This is an optimization exercise on Yosys and OpenROAD, whose aim is small area, not a production implementation. Function was checked by simulation only, so behaviour that the tests miss may differ from the original. Power figures rest on the tool's default switching activity, not on a simulated workload.

== tundra ==
==> flow/design.v <==
module uart_rx #(parameter CLK_FREQ = 50000000, parameter BAUD_RATE = 9600)(
    input  wire       clk, rst_n, rx,
    output reg  [7:0] data,
    output wire       done
);
    localparam integer CLKS_PER_BIT = CLK_FREQ / BAUD_RATE;
    localparam integer HALF_BIT = CLKS_PER_BIT / 2;
    reg       rx_sync, rx_reg;
    reg [3:0] state;
    reg [5:0] cnt;
    function [5:0] lfsr_at(input integer k);
        integer i;
        begin
            lfsr_at = 6'd1;
            for (i = 0; i < k; i = i + 1) lfsr_at = {lfsr_at[4:0], lfsr_at[5] ^ lfsr_at[4]};
        end
    endfunction
    localparam [5:0] LAST  = lfsr_at(CLKS_PER_BIT-1);
    localparam [5:0] START = lfsr_at(CLKS_PER_BIT-1 - HALF_BIT);
    wire last = (cnt == LAST);
    assign done = (state == 15) && last;
    always @(posedge clk) begin
        rx_sync <= rx;
        rx_reg  <= rx_sync;
    end
    always @(posedge clk) begin
        if (state >= 7 && state <= 14 && last) data <= {rx_reg, data[7:1]};
    end
    always @(posedge clk or negedge rst_n) begin
        if (!rst_n) state <= 0;
        else if (state == 0) begin
            if (!rx_reg) state <= 6;
        end else if (last) begin
            if (state == 6 && rx_reg) state <= 0;
            else state <= state + 1;
        end
    end
    always @(posedge clk) begin
        if (state == 0) cnt <= START;
        else if (last) cnt <= 6'd1;
        else cnt <= {cnt[4:0], cnt[5] ^ cnt[4]};
    end
endmodule
module uart_tx #(parameter CLK_FREQ = 50000000, parameter BAUD_RATE = 9600)(
    input  wire       clk, rst_n,
    output wire       tx,
    input  wire [7:0] data,
    input  wire       start,
    output wire       idle
);
    localparam integer CLKS_PER_BIT = CLK_FREQ / BAUD_RATE;
    reg [3:0] state;
    reg [5:0] cnt;
    function [5:0] lfsr_at(input integer k);
        integer i;
        begin
            lfsr_at = 6'd1;
            for (i = 0; i < k; i = i + 1) lfsr_at = {lfsr_at[4:0], lfsr_at[5] ^ lfsr_at[4]};
        end
    endfunction
    localparam [5:0] LAST = lfsr_at(CLKS_PER_BIT-1);
    localparam [5:0] WAIT = lfsr_at(62);    
    wire last = (cnt == LAST);
    assign idle = (state == 0);
    assign tx = state[3] ? data[state[2:0]] : (state != 7);
    always @(posedge clk or negedge rst_n) begin
        if (!rst_n) state <= 0;
        else if (start) state <= 6;
        else if (state != 0 && last) state <= state + 1;
    end
    always @(posedge clk) begin
        if (start) cnt <= WAIT;
        else if (last) cnt <= 6'd1;
        else cnt <= {cnt[4:0], cnt[5] ^ cnt[4]};
    end
endmodule
module uart_caesar_decoder (
    input  wire       clk,         
    input  wire       rst_n,       
    input  wire       uart_rx,     
    output wire       uart_tx,     
    output wire [3:0] leds         
);
    parameter CLK_FREQ  = 50000000;  
    parameter BAUD_RATE = 1000000;
    wire [7:0] rx_data;
    wire       rx_done;
    wire       tx_idle;
    reg  [7:0] tx_data;
    wire       issue;
    uart_rx #(.CLK_FREQ(CLK_FREQ), .BAUD_RATE(BAUD_RATE)) uart_receiver (
        .clk(clk), .rst_n(rst_n), .rx(uart_rx), .data(rx_data), .done(rx_done));
    uart_tx #(.CLK_FREQ(CLK_FREQ), .BAUD_RATE(BAUD_RATE)) uart_transmitter (
        .clk(clk), .rst_n(rst_n), .tx(uart_tx), .data(tx_data), .start(issue), .idle(tx_idle));
    localparam S_WAIT_SHIFT = 0;
    localparam S_WAIT_MSG   = 1;
    localparam S_DECODE     = 2;
    localparam S_SEND       = 3;
    reg  [1:0] state;
    reg        avail;         
    reg  [7:0] shift;
    reg  [6:0] msg_len;
    reg  [6:0] index;
    reg        overflow_flag;
    reg        active;        
    reg [21:0] blink;
    wire [5:0] phase = blink[5:0];
    wire [5:0] phase_next = {phase[4:0], phase[5] ^ phase[4] ^ (phase[4:0] == 5'd0)};
    always @(posedge clk or negedge rst_n)
        if (!rst_n) blink <= 22'd0;
        else        blink <= {blink[21:6] - (phase == 6'd0), phase_next};
    assign leds = active ? (4'b0001 << ~blink[21:20]) : 4'b0000;
    reg  [511:0] ring;
    wire         slot = (phase == index[5:0]);
    wire [6:0]   index_next = {index[6] | (index[5:0] == 6'b100000),
                               index[4:0], index[5] ^ index[4] ^ (index[4:0] == 5'd0)};
    wire [4:0] low   = rx_data[4:0];
    wire       alpha = (rx_data[7:6] == 2'b01) && (low != 0) && (low <= 26);
    wire [7:0] dec   = alpha ? (rx_data - shift + ((low <= shift) ? 8'd26 : 8'd0)) : rx_data;
    wire is_digit = (rx_data >= "0" && rx_data <= "9");
    wire newline  = (rx_data == 8'h0A);
    wire write = (state == S_WAIT_MSG) && avail && !newline && !index[6] && slot;
    wire take  = ((state == S_WAIT_SHIFT) && avail) ||
                 ((state == S_WAIT_MSG) && avail && (newline || index[6] || slot));
    assign issue = (state == S_SEND) && tx_idle;
    always @(posedge clk)
        ring <= {ring[503:0], write ? dec : ring[511:504]};
    always @(posedge clk or negedge rst_n) begin
        if (!rst_n) begin
            state  <= S_WAIT_SHIFT;
            avail  <= 0;
            active <= 0;
        end else begin
            active <= (state != S_WAIT_SHIFT);
            if (take) avail <= 0;
            else if (rx_done) avail <= 1;
            case (state)
                S_WAIT_SHIFT: if (avail) state <= S_WAIT_MSG;
                S_WAIT_MSG:   if (avail && newline) state <= S_DECODE;
                S_DECODE:     if (overflow_flag || index == msg_len) state <= S_SEND;
                S_SEND:       if (tx_idle && (overflow_flag ? index != 0 : index == msg_len))
                                  state <= S_WAIT_SHIFT;
            endcase
        end
    end
    always @(posedge clk) begin
        if (rx_done && (state == S_DECODE || state == S_SEND || (state == S_WAIT_SHIFT && !avail)))
            shift <= is_digit ? {4'd0, rx_data[3:0]} : rx_data;
        case (state)
            S_WAIT_SHIFT: begin
                index <= 0;
                overflow_flag <= 0;
            end
            S_WAIT_MSG: begin
                if (avail) begin
                    if (newline) begin
                        msg_len <= index;
                        index <= 0;
                    end
                    else if (index[6]) overflow_flag <= 1;
                    else if (slot) index <= index_next;
                end
            end
            S_DECODE: begin
                if (overflow_flag || index == msg_len) index <= 0;
                else index <= index_next;
            end
            S_SEND: begin
                if (tx_idle) begin
                    if (overflow_flag) index <= 1;
                    else if (index != msg_len) index <= index_next;
                end
            end
        endcase
        if (issue) begin
            if (overflow_flag) tx_data <= (index == 0) ? "!" : 8'h0A;
            else if (index == msg_len) tx_data <= 8'h0A;
        end else if (state == S_SEND && !overflow_flag && index != 0 && slot)
            tx_data <= ring[7:0];
    end
endmodule
==> flow/config.mk <==
export PLATFORM = sky130hd
export DESIGN_NAME = uart_caesar_decoder
export DESIGN_NICKNAME = uart_caesar_decoder
export VERILOG_FILES = /design/flow/design.v
export SDC_FILE = /design/flow/constraint.sdc
export NUM_CORES = 8
export LEC_CHECK = 0
export CAP_MARGIN = 0
export CORE_MARGIN = 2
export CORE_UTILIZATION = 65
export PLACE_DENSITY = 0.85
export SLEW_MARGIN = 0
==> flow/constraint.sdc <==
create_clock -name core_clock -period 20.0 [get_ports {clk}]
set_input_delay 4.0000 -clock core_clock [delete_from_list [all_inputs] [get_ports {clk}]]
set_output_delay 4.0000 -clock core_clock [all_outputs]
set_load 0.01 [all_outputs]
standard.sh (not shown) runs the stock make flow with config.mk's settings and CLKGATE_MAP_FILE= SYNTH_SCRIPT=/design/flow/synth_recipe.tcl, a recipe that flattens the netlist after the stock synthesis.
==> flow/flow/run.sh <==
#!/bin/bash
# Own layout flow: the standard synthesis, then the combinational logic is
# re-mapped with a stronger ABC script (every register instance is kept as
# it is), then the standard layout with custom clock-tree options.
set -euo pipefail
W=$(pwd)
F=$W/flow
R=$W/orfs/results/$FLOW_PLATFORM/uart_caesar_decoder/base
PLAT=$FLOW_HOME/platforms/$FLOW_PLATFORM
LIB=$PLAT/lib/sky130_fd_sc_hd__tt_025C_1v80.lib

# 1. standard synthesis
bash standard.sh synth > $W/log_1_synth.log 2>&1

# 2. re-map the combinational logic; flip-flops stay as they are
cp $R/1_2_yosys.v $W/std_1_2_yosys.v
DU=$(sed -n '/DONT_USE_CELLS/,/^$/p' $PLAT/config.mk | grep -o 'sky130_fd_sc_hd__[a-z0-9_]*' | sed 's/^/-dont_use /' | tr '\n' ' ')
yosys -l $W/log_2_resyn.log -p "
read_liberty -ignore_miss_func $LIB
blackbox sky130_fd_sc_hd__df* sky130_fd_sc_hd__edf* sky130_fd_sc_hd__sdf* sky130_fd_sc_hd__dl*
read_verilog $W/std_1_2_yosys.v
hierarchy -top $FLOW_TOP
flatten
opt -purge
abc -liberty $LIB $DU -script $F/resyn.abc
opt_clean -purge
hilomap -singleton -hicell sky130_fd_sc_hd__conb_1 HI -locell sky130_fd_sc_hd__conb_1 LO
opt_clean -purge
tee -o $W/resyn_stat.txt stat -liberty $LIB
write_verilog -noattr -nohex -nodec $W/resyn_1_2_yosys.v
" > /dev/null
cp $W/resyn_1_2_yosys.v $R/1_2_yosys.v
rm -f $R/1_synth.odb $R/1_synth.sdc

# 3. layout
export CTS_ARGS="-sink_clustering_enable -repair_clock_nets -sink_clustering_size 30 -sink_clustering_max_diameter 100 -dont_use_dummy_load"
if [[ -f $F/cts_args ]]; then export CTS_ARGS="$(cat $F/cts_args)"; fi
if [[ -f $F/extra_env ]]; then set -a; source $F/extra_env; set +a; fi
bash standard.sh finish > $W/log_3_layout.log 2>&1
==> flow/flow/cts_args <==
-sink_clustering_enable -repair_clock_nets -dont_use_dummy_load -sink_clustering_size 13 -sink_clustering_max_diameter 45 -buf_list sky130_fd_sc_hd__buf_4
==> flow/flow/extra_env <==
BUFFER_PORTS_ARGS="-buffer_cell sky130_fd_sc_hd__buf_1"
==> flow/flow/resyn.abc <==
strash
dc2
dch -f
amap -m
topo
tundra closes out successfully: all stages finished, all timing, DRC and antenna checks passed.
Inputs modified between tundra and xenon:
- swapping 65 for 50 in CORE_UTILIZATION
- swapping 0.85 for 0.75 in PLACE_DENSITY
==> flow/flow/cts_args <==
-sink_clustering_enable -repair_clock_nets -dont_use_dummy_load -sink_clustering_size 13 -sink_clustering_max_diameter 45 -buf_list sky130_fd_sc_hd__buf_4 sky130_fd_sc_hd__buf_8
### Flow results
Overall die height (xenon / tundra): 1.14
The placed instance count number comes out lower for tundra vs xenon.
The flow ran to completion for all of xenon and tundra but xenon, which stopped partway.
Compared with tundra, xenon shows starting utilization of the core area lower by 15 points.
Final weighted congestion in routability-driven placement: xenon vs tundra down about 4%
As far as I/O pin count goes, xenon and tundra are indistinguishable; the numbers are identical.
Relative to xenon, the following input files were edited for willow:
==> flow/flow/cts_args <==
-sink_clustering_enable -repair_clock_nets -dont_use_dummy_load -sink_clustering_size 12 -sink_clustering_max_diameter 40 -buf_list sky130_fd_sc_hd__buf_4
### Flow results
Diff xenon..willow | mean instance size in the synthesized netlist | negligible. Diff xenon..willow | die width | unchanged. willow did not stop at any stage, and its layout met the timing, DRC and antenna checks. xenon never completed; the flow aborted with a tool error in 4_1_cts. Comparing xenon with willow, the post-synth net total came out essentially unchanged. Comparing xenon against willow, there is no change at all in total standard cell area after synthesis. Per the comparison of willow with xenon, total placed cells including tap cells did not really move; synthesized instance count level; final weighted congestion in routability-driven placement now sits at about the same level; total half-perimeter wirelength after legalization and detailed placement held; row count stayed essentially flat.
Relative to willow, the following input files were edited for amber:
==> flow/flow/cts_args <==
-sink_clustering_enable -repair_clock_nets -dont_use_dummy_load -sink_clustering_size 13 -sink_clustering_max_diameter 45 -buf_list sky130_fd_sc_hd__buf_4
==> run notes <==
amber: full flow OK, the timing, DRC and antenna checks passed. Between willow and amber, the wire length figures differ only marginally. amber — fraction of area in clock buffers and inverters 0.24 points lower, willow as reference. Re total of buffers placed on input and output ports: no difference whatsoever between willow and amber. Any difference in data arrival time of the critical path between willow and amber is small enough to ignore. Going from willow to amber, number of standard cells in the layout, taps in and fillers out now smaller; design area saw little to no change; count of clock-buffer cells in the layout decreased by 5 relative to the old numbers; post-route minimum period climbed 0.0039 ns; post-route fraction of the period consumed by the critical path essentially unchanged. Compared with willow, amber improves total power.
### amber -> ember
==> flow/flow/cts_args <==
-sink_clustering_enable -repair_clock_nets -dont_use_dummy_load -sink_clustering_size 12 -sink_clustering_max_diameter 40 -buf_list sky130_fd_sc_hd__clkbuf_4
Results
The leakage power of the design of amber and that of ember are within noise of each other. Against amber, ember comes in 0.15 points higher on core utilization. Between ember and amber, it is ember whose final period utilization is higher, by 0.49 points. Sort ember and amber by maximum clock frequency desc -> top: amber. ~same cell area in ember and amber. Of ember and amber, amber shows the higher total routed wire length on the met1 layer, with ember below it. Cell count: ember and amber compared, lower one is amber.

uart_caesar_decoder, a different RTL version from the one above (not shown whole).
Size: roughly 960 cells after synthesis, roughly 14,000 um2 of cells after synthesis.
==> flow/design.v (excerpt) <==
module uart_caesar_decoder (
    input  wire       clk,         
    input  wire       rst_n,       
    input  wire       uart_rx,     
    output wire       uart_tx,     
    output wire [3:0] leds         
);
clock: 20.0 ns
lec_check: 0
cap_margin: 0
core_margin: 2
core_utilization: 30
slew_margin: 0
==> flow/flow/cts_args <==
-sink_clustering_enable -repair_clock_nets -sink_clustering_size 22 -sink_clustering_max_diameter 60 -dont_use_dummy_load -buf_list sky130_fd_sc_hd__clkbuf_8
Scripts as last shown in full above: flow/flow/run.sh, flow/flow/extra_env, flow/flow/resyn.abc
Edit:
CAP_MARGIN = 30   (was 0)
CORE_UTILIZATION = 50   (was 30)
PLACE_DENSITY = 0.75   (was unset)
SLEW_MARGIN = 20   (was 0)
Outcome: Register-to-register slack degrades by 350 ps; first-iteration DRC count increases by about 4%; maximum frequency increases by about 1.3%; via count decreases by about 2%; count of clock-buffer cells in the layout decreases by 1; total power barely changes; non-clock buffer count increases by 1; area after synthesis is unchanged; clock power decreases by about 1%.
Edit:
CAP_MARGIN = 0   (was 30)
CORE_UTILIZATION = 70   (was 50)
PLACE_DENSITY = 0.85   (was 0.75)
SLEW_MARGIN = 0   (was 20)
Non-clock buffer count goes down by 2.
Via count grows by about 1.8%.
Worst hold slack gets worse by 33 ps.
Total power barely changes.
Global-route usage goes up by 6.0 points.
Edit:
CAP_MARGIN = 30   (was 0)
CORE_UTILIZATION = 30   (was 70)
PLACE_DENSITY = unset   (was 0.85)
SLEW_MARGIN = 20   (was 0)
removed: flow/flow/extra_env
=> The changed run produced a clean layout. Global-route usage fell by 11 points. Synthesized cell count stays the same. Synthesized area stays the same. Worst hold slack gains 6.2 ps. Clock-buffer cell count goes up by 1.

Setup of rev 12:
Starting RTL as in the previous note.
Settings: LEC_CHECK=0, CAP_MARGIN=0, CORE_MARGIN=2, CORE_UTILIZATION=50, PLACE_DENSITY=0.75, SLEW_MARGIN=0; clock period 20.0 ns.
==> flow/flow/extra_env <==
BUFFER_PORTS_ARGS="-buffer_cell sky130_fd_sc_hd__buf_1"
Scripts as last shown in full above: flow/flow/run.sh, flow/flow/cts_args, flow/flow/resyn.abc
Rev 12 went all the way through synthesis, placement and routing and the layout is clean on timing, DRC and antenna.
Inputs modified between rev 12 and rev 13:
# rev 12
export LEC_CHECK = 0
export CAP_MARGIN = 0
export CORE_MARGIN = 2
export CORE_UTILIZATION = 50
export PLACE_DENSITY = 0.75
export SLEW_MARGIN = 0
create_clock -name core_clock -period 20.0 [get_ports {clk}]
# rev 13
export LEC_CHECK = 0
export CAP_MARGIN = 30
export CORE_MARGIN = 2
export CORE_UTILIZATION = 30
export SLEW_MARGIN = 20
create_clock -name core_clock -period 20.0 [get_ports {clk}]
- Across rev 13 and rev 12, the outcome is the same: a clean finish for every run.
- Remaining antenna violation count delta (rev 12 -> rev 13): insignificant
- Reported net switching power: rev 13 worse than rev 12
- Summary: with rev 12 as the reference, final cell count in rev 13 moved up by more than 10%.
- From rev 12 to rev 13 the numbers moved as follows: clock distribution area overhead in the final layout comparable, highest attainable clock frequency now sits lower, placer congestion estimate went down about 7%.
- From rev 12 to rev 13 the numbers moved as follows: final routed wirelength across all metal layers grew by about 2.2%; sum of internal, switching and leakage power higher; data arrival time of the critical path climbed 0.13 ns; core utilization lower.

static timing again, ports no longer ideal:
The results above use ideal ports. As a check the final layouts listed here were re-extracted and re-timed, cells and wires unchanged.
Step 1: set_driving_cell puts a clkbuf_16 on clk and a buf_2 on each other input, an assumption about the parent block.
Step 2 times the ports against the registers' clock, not the clock port: input delays grow and output delays shrink by t, the midpoint of the rising clock arrivals with the driver on.
Three values: ideal ports, drivers, drivers and shift; two values: the first two.
run	shift t [ns]	setup WS [ns]	worst hold slack (ns)	worst setup path at the end	worst register clock-pin slew, ns
tundra	0.591	13.862 / 13.824 / 14.415	0.235 / 0.235 / 0.235	register to output	0.12 / 0.12
willow	0.594	13.846 / 13.807 / 14.401	0.205 / 0.205 / 0.205	register to output	0.11 / 0.11
amber	0.598	13.842 / 13.800 / 14.398	0.240 / 0.240 / 0.240	register to output	0.12 / 0.12
ember	0.689	13.744 / 13.699 / 14.388	0.199 / 0.199 / 0.199	register to output	0.12 / 0.12
the first run of note 2	0.589	13.762 / 13.716 / 14.305	0.275 / 0.275 / 0.275	register to output	0.12 / 0.12
the second run of note 2	0.578	13.845 / 13.798 / 14.376	0.286 / 0.286 / 0.286	register to output	0.12 / 0.12
the third run of note 2	0.552	13.705 / 13.665 / 14.217	0.253 / 0.253 / 0.253	register to output	0.12 / 0.12
the fourth run of note 2	0.590	13.399 / 13.353 / 13.943	0.259 / 0.259 / 0.259	register to output	0.12 / 0.12
rev 12	0.572	13.897 / 13.855 / 14.426	0.293 / 0.293 / 0.293	register to output	0.12 / 0.12
rev 13	0.588	13.769 / 13.721 / 14.309	0.301 / 0.301 / 0.301	register to output	0.12 / 0.12
After both steps every run listed still meets setup and hold.
